This is an optimization exercise on Yosys and OpenROAD, whose aim is small area and a short achievable clock period, not a production implementation.
Where RTL was checked, it was by simulation tests only, not by an equivalence proof against the original.

Setup of 10-13:
## FPUFMAPipe
module FPUFMAPipe(
  input         clock,
                reset,
                io_in_valid,
                io_in_bits_ren3,
                io_in_bits_swap23,
  input  [2:0]  io_in_bits_rm,
  input  [1:0]  io_in_bits_fmaCmd,
  input  [64:0] io_in_bits_in1,
                io_in_bits_in2,
                io_in_bits_in3,
  output        io_out_valid,
  output [64:0] io_out_bits_data,
  output [4:0]  io_out_bits_exc
);
For scale: about 280 I/O pins, about 110000 um2 of cells after synthesis.
Settings: LEC_CHECK=0, ABC_AREA=1, CAP_MARGIN=20, CORE_MARGIN=2, CORE_UTILIZATION=38, SLEW_MARGIN=20; clock period 16.0 ns.
standard.sh (not shown) runs the stock make flow with config.mk's settings and CLKGATE_MAP_FILE= SYNTH_SCRIPT=/design/flow/synth_recipe.tcl, a recipe that flattens the netlist after the stock synthesis.
==> flow/flow/run.sh <==
#!/bin/bash
# The standard layout (standard synthesis, floorplan, placement, CTS, routing),
# with ORFS's setup repair asked to leave extra setup slack so that it upsizes and
# buffers the slowest paths. The make output goes to flow.log, and ORFS keeps each
# step's full log under orfs/logs/.
set -uo pipefail
bash standard.sh SETUP_SLACK_MARGIN=10.8 finish > flow.log 2>&1
## Diff of input files: 10-07 against 10-13
--- a/flow/design.v
+++ b/flow/design.v
@@ -158,21 +158,20 @@
     e1_isNaN <= e0_isNaN;
     e1_isInf <= e0_isInf;
     e1_addZeros <= e0_addZeros;
     e1_signK <= e0_signK;
     e1_signEn <= e0_signEn;
     e1_rm <= e0_rm;
   end
   wire [105:0] sum0, sum1;
   wire c105_0, c105_1;
-  wire sumIsM1;    
   fma_cpa cpa (.x(e1_r0[105:0]), .y(e1_r1[105:0]), .sum0(sum0), .sum1(sum1),
-               .cout0(c105_0), .cout1(c105_1), .pall(sumIsM1));
+               .cout0(c105_0), .cout1(c105_1));
   wire m106 = e1_r0[106] ^ e1_r1[106];
   wire mAR106_0 = m106 ^ c105_0;
   wire mAR106_1 = m106 ^ c105_1;
   wire [54:0] hiOnes;
   assign hiOnes[0] = 1'b1;
   genvar hi;
   generate
     for (hi = 1; hi < 55; hi = hi + 1) begin : hio
       assign hiOnes[hi] = &e1_high[hi-1:0];
@@ -187,21 +186,19 @@
   wire [108:0] Y = sigSum[108:0];
   wire [108:0] Yp = e1_doSub ? (e1_bit0 ? {T3_1, sum1, 1'b0} : {T3[1:0], sum0, 1'b1}) : Y;
   wire [108:0] notCDom_abs = nSign ? ~Y : Yp;
   wire [109:0] X = e1_CIsDom ? {CDom_absSigSum, 2'b00} : {1'b0, notCDom_abs};
   wire [5:0] ndPos, ndNeg;
   wire anyPos, anyNeg;
   fma_lzc_pairs lzcP (.x({1'b0, Yp}), .nd(ndPos), .any(anyPos));
   fma_lzc_pairs lzcN (.x({1'b0, ~Y}), .nd(ndNeg), .any(anyNeg));
   wire [5:0] nd = nSign ? ndNeg : ndPos;
-  wire t3IsM1 = (e1_high[1:0] == 2'h3) & ~m106 | (e1_high[1:0] == 2'h2) & m106;
-  wire signM1 = e1_high[2] ^ (e1_high[1] & e1_high[0] & m106);
-  wire complCanc = e1_bit0 & sumIsM1 & t3IsM1 & (signM1 | e1_doSub);
+  wire complCanc = nSign ? ~anyNeg & ~(|notCDom_abs[1:0]) : ~anyPos & ~(|Yp[1:0]);
   wire [6:0] sh = e1_CIsDom ? {1'b0, e1_CAlignDist} : {nd, 1'b0};
   wire e1_rmMin = e1_rm == 3'h2;
   wire rawSign = e1_signK | e1_signEn & (e1_CIsDom ? e1_signProd ^ e1_doSub
                                           : complCanc ? e1_rmMin : e1_signProd ^ nSign);
   wire rawIsZero = e1_addZeros | ~e1_CIsDom & complCanc;
   reg          v2;
   reg  [109:0] e2_X;
   reg  [6:0]   e2_sh;
   reg  [12:0]  e2_sExpSum;
@@ -3779,20 +3776,19 @@
   assign r0[106] = s3015;
   assign r1[106] = c3014;
 endmodule
 module fma_cpa(
   input [105:0] x,
   input [105:0] y,
   output [105:0] sum0,
   output [105:0] sum1,
   output cout0,
-  output cout1,
-  output pall
+  output cout1
 );
   wire [105:0] g0 = x & y;
   wire [105:0] p0 = x ^ y;
   wire G0_1 = g0[1] | (p0[1] & g0[0]);
   wire P0_1 = p0[1] & p0[0];
   wire G0_3 = g0[3] | (p0[3] & g0[2]);
   wire P0_3 = p0[3] & p0[2];
   wire G0_5 = g0[5] | (p0[5] & g0[4]);
   wire P0_5 = p0[5] & p0[4];
@@ -4676,19 +4672,18 @@
   assign sum1[102] = p0[102] ^ (G6_101 | P6_101);
   assign sum0[103] = p0[103] ^ G6_102;
   assign sum1[103] = p0[103] ^ (G6_102 | P6_102);
   assign sum0[104] = p0[104] ^ G6_103;
   assign sum1[104] = p0[104] ^ (G6_103 | P6_103);
   assign sum0[105] = p0[105] ^ G6_104;
   assign sum1[105] = p0[105] ^ (G6_104 | P6_104);
   assign cout0 = G6_105;
   assign cout1 = G6_105 | P6_105;
-  assign pall = P6_105;
 endmodule
 module fma_lzc_pairs(
   input [109:0] x,
   output [5:0] nd,
   output any
 );
   wire [63:0] v;
   assign v[0] = x[109] | x[108];
   assign v[1] = x[107] | x[106];
Results
[compare] base=10-13 new=10-07: global-route wire length before repair now sits lower; clock period minus worst slack went up by 0.0060 ns. Capturing instance or port of the critical path = e1_r0[47]: 10-13; capturing instance or port of the critical path = e1_r0[39]: 10-07. After detailed routing, 10-13 needs more wire than 10-07. Between 10-13 and 10-07, the sequential share of layout area figures differ only marginally.
No functional check of the RTL was part of any run of this note.

========
FPUFMAPipe, a different RTL version from the one above (not shown whole).
Size in the first run: roughly 14,000 cells after synthesis, about 750 flip-flops, ~280 I/O pins.
==> flow/config.mk <==
export PLATFORM = sky130hd
export DESIGN_NAME = FPUFMAPipe
export DESIGN_NICKNAME = FPUFMAPipe
export VERILOG_FILES = /design/flow/design.v
export SDC_FILE = /design/flow/constraint.sdc
export NUM_CORES = 8
export LEC_CHECK = 0
export ABC_AREA = 1
export CAP_MARGIN = 20
export CORE_MARGIN = 2
export CORE_UTILIZATION = 38
export SLEW_MARGIN = 20
==> flow/constraint.sdc <==
create_clock -name core_clock -period 16.0 [get_ports {clock}]
set_input_delay 3.2000 -clock core_clock [delete_from_list [all_inputs] [get_ports {clock}]]
set_output_delay 3.2000 -clock core_clock [all_outputs]
set_load 0.01 [all_outputs]
Scripts as last shown in full above: flow/flow/run.sh
Then changed:
--- a/flow/design.v
+++ b/flow/design.v
@@ -157,22 +157,23 @@
     e1_invalid <= e0_invalid;
     e1_isNaN <= e0_isNaN;
     e1_isInf <= e0_isInf;
     e1_addZeros <= e0_addZeros;
     e1_signK <= e0_signK;
     e1_signEn <= e0_signEn;
     e1_rm <= e0_rm;
   end
   wire [105:0] sum0, sum1;
   wire c105_0, c105_1;
+  wire sumIsM1;    
   fma_cpa cpa (.x(e1_r0[105:0]), .y(e1_r1[105:0]), .sum0(sum0), .sum1(sum1),
-               .cout0(c105_0), .cout1(c105_1));
+               .cout0(c105_0), .cout1(c105_1), .pall(sumIsM1));
   wire m106 = e1_r0[106] ^ e1_r1[106];
   wire mAR106_0 = m106 ^ c105_0;
   wire mAR106_1 = m106 ^ c105_1;
   wire [54:0] hiOnes;
   assign hiOnes[0] = 1'b1;
   genvar hi;
   generate
     for (hi = 1; hi < 55; hi = hi + 1) begin : hio
       assign hiOnes[hi] = &e1_high[hi-1:0];
     end
@@ -185,21 +186,23 @@
   wire nSign = T3[2];
   wire [108:0] Y = sigSum[108:0];
   wire [108:0] Yp = e1_doSub ? (e1_bit0 ? {T3_1, sum1, 1'b0} : {T3[1:0], sum0, 1'b1}) : Y;
   wire [108:0] notCDom_abs = nSign ? ~Y : Yp;
   wire [109:0] X = e1_CIsDom ? {CDom_absSigSum, 2'b00} : {1'b0, notCDom_abs};
   wire [5:0] ndPos, ndNeg;
   wire anyPos, anyNeg;
   fma_lzc_pairs lzcP (.x({1'b0, Yp}), .nd(ndPos), .any(anyPos));
   fma_lzc_pairs lzcN (.x({1'b0, ~Y}), .nd(ndNeg), .any(anyNeg));
   wire [5:0] nd = nSign ? ndNeg : ndPos;
-  wire complCanc = nSign ? ~anyNeg & ~(|notCDom_abs[1:0]) : ~anyPos & ~(|Yp[1:0]);
+  wire t3IsM1 = (e1_high[1:0] == 2'h3) & ~m106 | (e1_high[1:0] == 2'h2) & m106;
+  wire signM1 = e1_high[2] ^ (e1_high[1] & e1_high[0] & m106);
+  wire complCanc = e1_bit0 & sumIsM1 & t3IsM1 & (signM1 | e1_doSub);
   wire [6:0] sh = e1_CIsDom ? {1'b0, e1_CAlignDist} : {nd, 1'b0};
   wire e1_rmMin = e1_rm == 3'h2;
   wire rawSign = e1_signK | e1_signEn & (e1_CIsDom ? e1_signProd ^ e1_doSub
                                           : complCanc ? e1_rmMin : e1_signProd ^ nSign);
   wire rawIsZero = e1_addZeros | ~e1_CIsDom & complCanc;
   reg          v2;
   reg  [109:0] e2_X;
   reg  [6:0]   e2_sh;
   reg  [12:0]  e2_sExpSum;
   reg          e2_CIsDom, e2_doSub, e2_extraSticky;
@@ -3776,21 +3779,22 @@
   assign r1[105] = c3012;
   assign r0[106] = s3015;
   assign r1[106] = c3014;
 endmodule
 module fma_cpa(
   input [105:0] x,
   input [105:0] y,
   output [105:0] sum0,
   output [105:0] sum1,
   output cout0,
-  output cout1
+  output cout1,
+  output pall
 );
   wire [105:0] g0 = x & y;
   wire [105:0] p0 = x ^ y;
   wire G0_1 = g0[1] | (p0[1] & g0[0]);
   wire P0_1 = p0[1] & p0[0];
   wire G0_3 = g0[3] | (p0[3] & g0[2]);
   wire P0_3 = p0[3] & p0[2];
   wire G0_5 = g0[5] | (p0[5] & g0[4]);
   wire P0_5 = p0[5] & p0[4];
   wire G0_7 = g0[7] | (p0[7] & g0[6]);
@@ -4672,20 +4676,21 @@
   assign sum0[102] = p0[102] ^ G6_101;
   assign sum1[102] = p0[102] ^ (G6_101 | P6_101);
   assign sum0[103] = p0[103] ^ G6_102;
   assign sum1[103] = p0[103] ^ (G6_102 | P6_102);
   assign sum0[104] = p0[104] ^ G6_103;
   assign sum1[104] = p0[104] ^ (G6_103 | P6_103);
   assign sum0[105] = p0[105] ^ G6_104;
   assign sum1[105] = p0[105] ^ (G6_104 | P6_104);
   assign cout0 = G6_105;
   assign cout1 = G6_105 | P6_105;
+  assign pall = P6_105;
 endmodule
 module fma_lzc_pairs(
   input [109:0] x,
   output [5:0] nd,
   output any
 );
   wire [63:0] v;
   assign v[0] = x[109] | x[108];
   assign v[1] = x[107] | x[106];
   assign v[2] = x[105] | x[104];
The new run ended with an error in 5_1_grt.
Synthesized cell count rose by 0.96%.
Synthesized area grows by 0.40%.
The RTL of the first run of this note was laid out without a check of its function.

========
FPUFMAPipe, a different RTL version from the one above (not shown whole).
For scale: about 15000 cells after synthesis, ~750 flip-flops, about 280 I/O pins, about 110000 um^2 of cells after synthesis.
clock: 16.0 ns
lec_check: 0
abc_area: 1
cap_margin: 20
core_margin: 2
core_utilization: 38
slew_margin: 20
==> flow/flow/run.sh <==
#!/bin/bash
# The standard layout (standard synthesis, floorplan, placement, CTS, routing),
# with ORFS's setup repair asked to leave extra setup slack so that it upsizes and
# buffers the slowest paths. The make output goes to flow.log, and ORFS keeps each
# step's full log under orfs/logs/.
set -uo pipefail
bash standard.sh SETUP_SLACK_MARGIN=10.5 finish > flow.log 2>&1
Edit:
--- a/flow/design.v
+++ b/flow/design.v
@@ -29,28 +29,28 @@
   wire signProd = a[64] ^ b[64] ^ io_in_bits_fmaCmd[1];
   wire doSub    = signProd ^ c[64] ^ io_in_bits_fmaCmd[0];
   wire [13:0] ex = {2'h0, a[63:52]};
   wire [13:0] ey = {2'h0, b[63:52]};
   wire [13:0] ez = {2'h3, ~c[63:52]};
   wire [13:0] k1 = 14'h3839;
   wire [13:0] s1 = ex ^ ey ^ ez;
   wire [13:0] c1 = {(ex[12:0] & ey[12:0]) | (ex[12:0] & ez[12:0]) | (ey[12:0] & ez[12:0]), 1'b0};
   wire [13:0] s2 = s1 ^ c1 ^ k1;
   wire [13:0] c2 = {(s1[12:0] & c1[12:0]) | (s1[12:0] & k1[12:0]) | (c1[12:0] & k1[12:0]), 1'b0};
   wire [13:0] sNat;
-  fma_add #(14) addNat (.a(s2), .b(c2), .cin(1'b0), .s(sNat));
+  fma_add #(14, 4) addNat (.a(s2), .b(c2), .cin(1'b0), .s(sNat));
   wire [12:0] k2 = 13'h1803;
   wire [12:0] s3 = ex[12:0] ^ ey[12:0] ^ k2;
   wire [12:0] c3 = {(ex[11:0] & ey[11:0]) | (ex[11:0] & k2[11:0]) | (ey[11:0] & k2[11:0]), 1'b0};
   wire [12:0] sExpProd;
-  fma_add #(13) addProd (.a(s3), .b(c3), .cin(1'b0), .s(sExpProd));
+  fma_add #(13, 4) addProd (.a(s3), .b(c3), .cin(1'b0), .s(sExpProd));
   wire isSigNaNAny = nanA & ~a[51] | nanB & ~b[51] | nanC & ~c[51];
   wire isNaNAOrB   = nanA | nanB;
   wire isInfProd   = infA | infB;
   wire invalidExc  = isSigNaNAny | infA & zB | zA & infB | ~isNaNAOrB & isInfProd & infC & doSub;
   wire outIsNaN    = isNaNAOrB | nanC;
   wire isInfOut    = isInfProd | infC;
   wire addZeros    = (zA | zB) & zC;
   wire rmMin       = io_in_bits_rm == 3'h2;
   wire CDomSign    = signProd ^ doSub;
   wire signK       = isInfProd & signProd | infC & CDomSign
                      | addZeros & ~rmMin & signProd & CDomSign
@@ -4920,29 +4920,28 @@
   wire        expOverflow = roundedSig[54] ? of2 : roundedSig[53] ? of1 : of0;
   wire        isNaNOut = io_invalidExc | io_in_isNaN;
   wire        commonCase = ~isNaNOut & ~io_in_isInf & ~io_in_isZero;
   wire        overflow = commonCase & expOverflow;
   wire        overflow_roundMagUp = _overflow_roundMagUp_T | roundMagUp;
   wire        pegMinNonzeroMagOut = commonCase & common_totalUnderflow & (roundMagUp | roundingMode_odd);
   wire        pegMaxFiniteMagOut = overflow & ~overflow_roundMagUp;
   wire        notNaN_isInfOut = io_in_isInf | overflow & overflow_roundMagUp;
   assign io_out = {~isNaNOut & io_in_sign, sRoundedExp[11:0] & ~(io_in_isZero | common_totalUnderflow ? 12'hE00 : 12'h0) & ~(pegMinNonzeroMagOut ? 12'hC31 : 12'h0) & {1'h1, ~pegMaxFiniteMagOut, 10'h3FF} & {2'h3, ~notNaN_isInfOut, 9'h1FF} | (pegMinNonzeroMagOut ? 12'h3CE : 12'h0) | (pegMaxFiniteMagOut ? 12'hBFF : 12'h0) | (notNaN_isInfOut ? 12'hC00 : 12'h0) | (isNaNOut ? 12'hE00 : 12'h0), (isNaNOut | io_in_isZero | common_totalUnderflow ? {isNaNOut, 51'h0} : io_in_sig[55] ? roundedSig[52:1] : roundedSig[51:0]) | {52{pegMaxFiniteMagOut}}};
   assign io_exceptionFlags = {io_invalidExc, 1'h0, overflow, commonCase & (common_totalUnderflow | anyRound & io_in_sExp[12:11] != 2'h1 & (io_in_sig[55] ? roundMask[1] : roundMask[0]) & ~(~(io_in_sig[55] ? roundMask[2] : roundMask[1]) & (io_in_sig[55] ? roundedSig[54] : roundedSig[53]) & roundPosBit & (_overflow_roundMagUp_T & (io_in_sig[55] ? io_in_sig[2] : io_in_sig[1]) | roundMagUp & (io_in_sig[55] & io_in_sig[2] | (|(io_in_sig[1:0])))))), overflow | commonCase & (common_totalUnderflow | anyRound)};
 endmodule
-module fma_add #(parameter W = 14) (
+module fma_add #(parameter W = 14, parameter L = 4) (
   input  [W-1:0] a,
   input  [W-1:0] b,
   input          cin,
   output [W-1:0] s
 );
-  localparam L = $clog2(W);
   wire [W-1:0] g [0:L];
   wire [W-1:0] p [0:L];
   assign g[0] = (a & b) | ({{(W-1){1'b0}}, cin} & (a ^ b));
   assign p[0] = a ^ b;
   genvar l, i;
   generate
     for (l = 0; l < L; l = l + 1) begin : lev
       for (i = 0; i < W; i = i + 1) begin : bit_
         if ((i >> l) & 1) begin : comb
           localparam integer J = ((i >> l) << l) - 1;
           assign g[l+1][i] = g[l][i] | (p[l][i] & g[l][J]);
Effect: The new run finished with timing, DRC and antenna clean; setup slack is unchanged; maximum frequency is unchanged; routed wire length does not change; sequential cell count does not change; die area does not change; via count is unchanged; first-iteration DRC count stays the same.
Only the layout flow was run in the first run of this note; the RTL was not checked for function there.

port drivers added, routing unchanged:
How much do the figures lean on ideal ports? The routed layouts below were timed once more, with nothing changed but the port constraints.
Step 1 sets driving cells, clkbuf_16 on the clock port and buf_2 on the other inputs (assumed; they add their load-dependent delay and slew).
Step 2 also shifts input and output timing later by t, the mid clock arrival at the registers, as if the neighbouring blocks saw the same clock.
Slacks: no drivers / after step 1 / after step 2; pairs: no drivers / after step 1.
run | shift t [ns] | setup WS [ns] | worst setup path at the end | worst data-port slew with drivers (ns) | cell pins on the clock port's net
10-13 | 0.960 | 10.624 / 10.624 / 9.719 | input to register | 0.09 | 1
10-07 | 0.966 | 10.618 / 10.618 / 9.787 | input to register | 0.08 | 1
the first run of note 2 | 0.972 | 10.647 / 10.691 / 9.719 | input to register | 0.21 | 1
the first run of note 3 | 0.974 | 10.394 / 10.394 / 9.692 | input to register | 0.19 | 1
the second run of note 3 | 0.974 | 10.394 / 10.394 / 9.692 | input to register | 0.19 | 1
After both steps setup and hold are still met in every run listed. The setup slack of the first run of note 2, which loses most, moves by +0.044 ns with the drivers and by -0.928 ns with both steps.
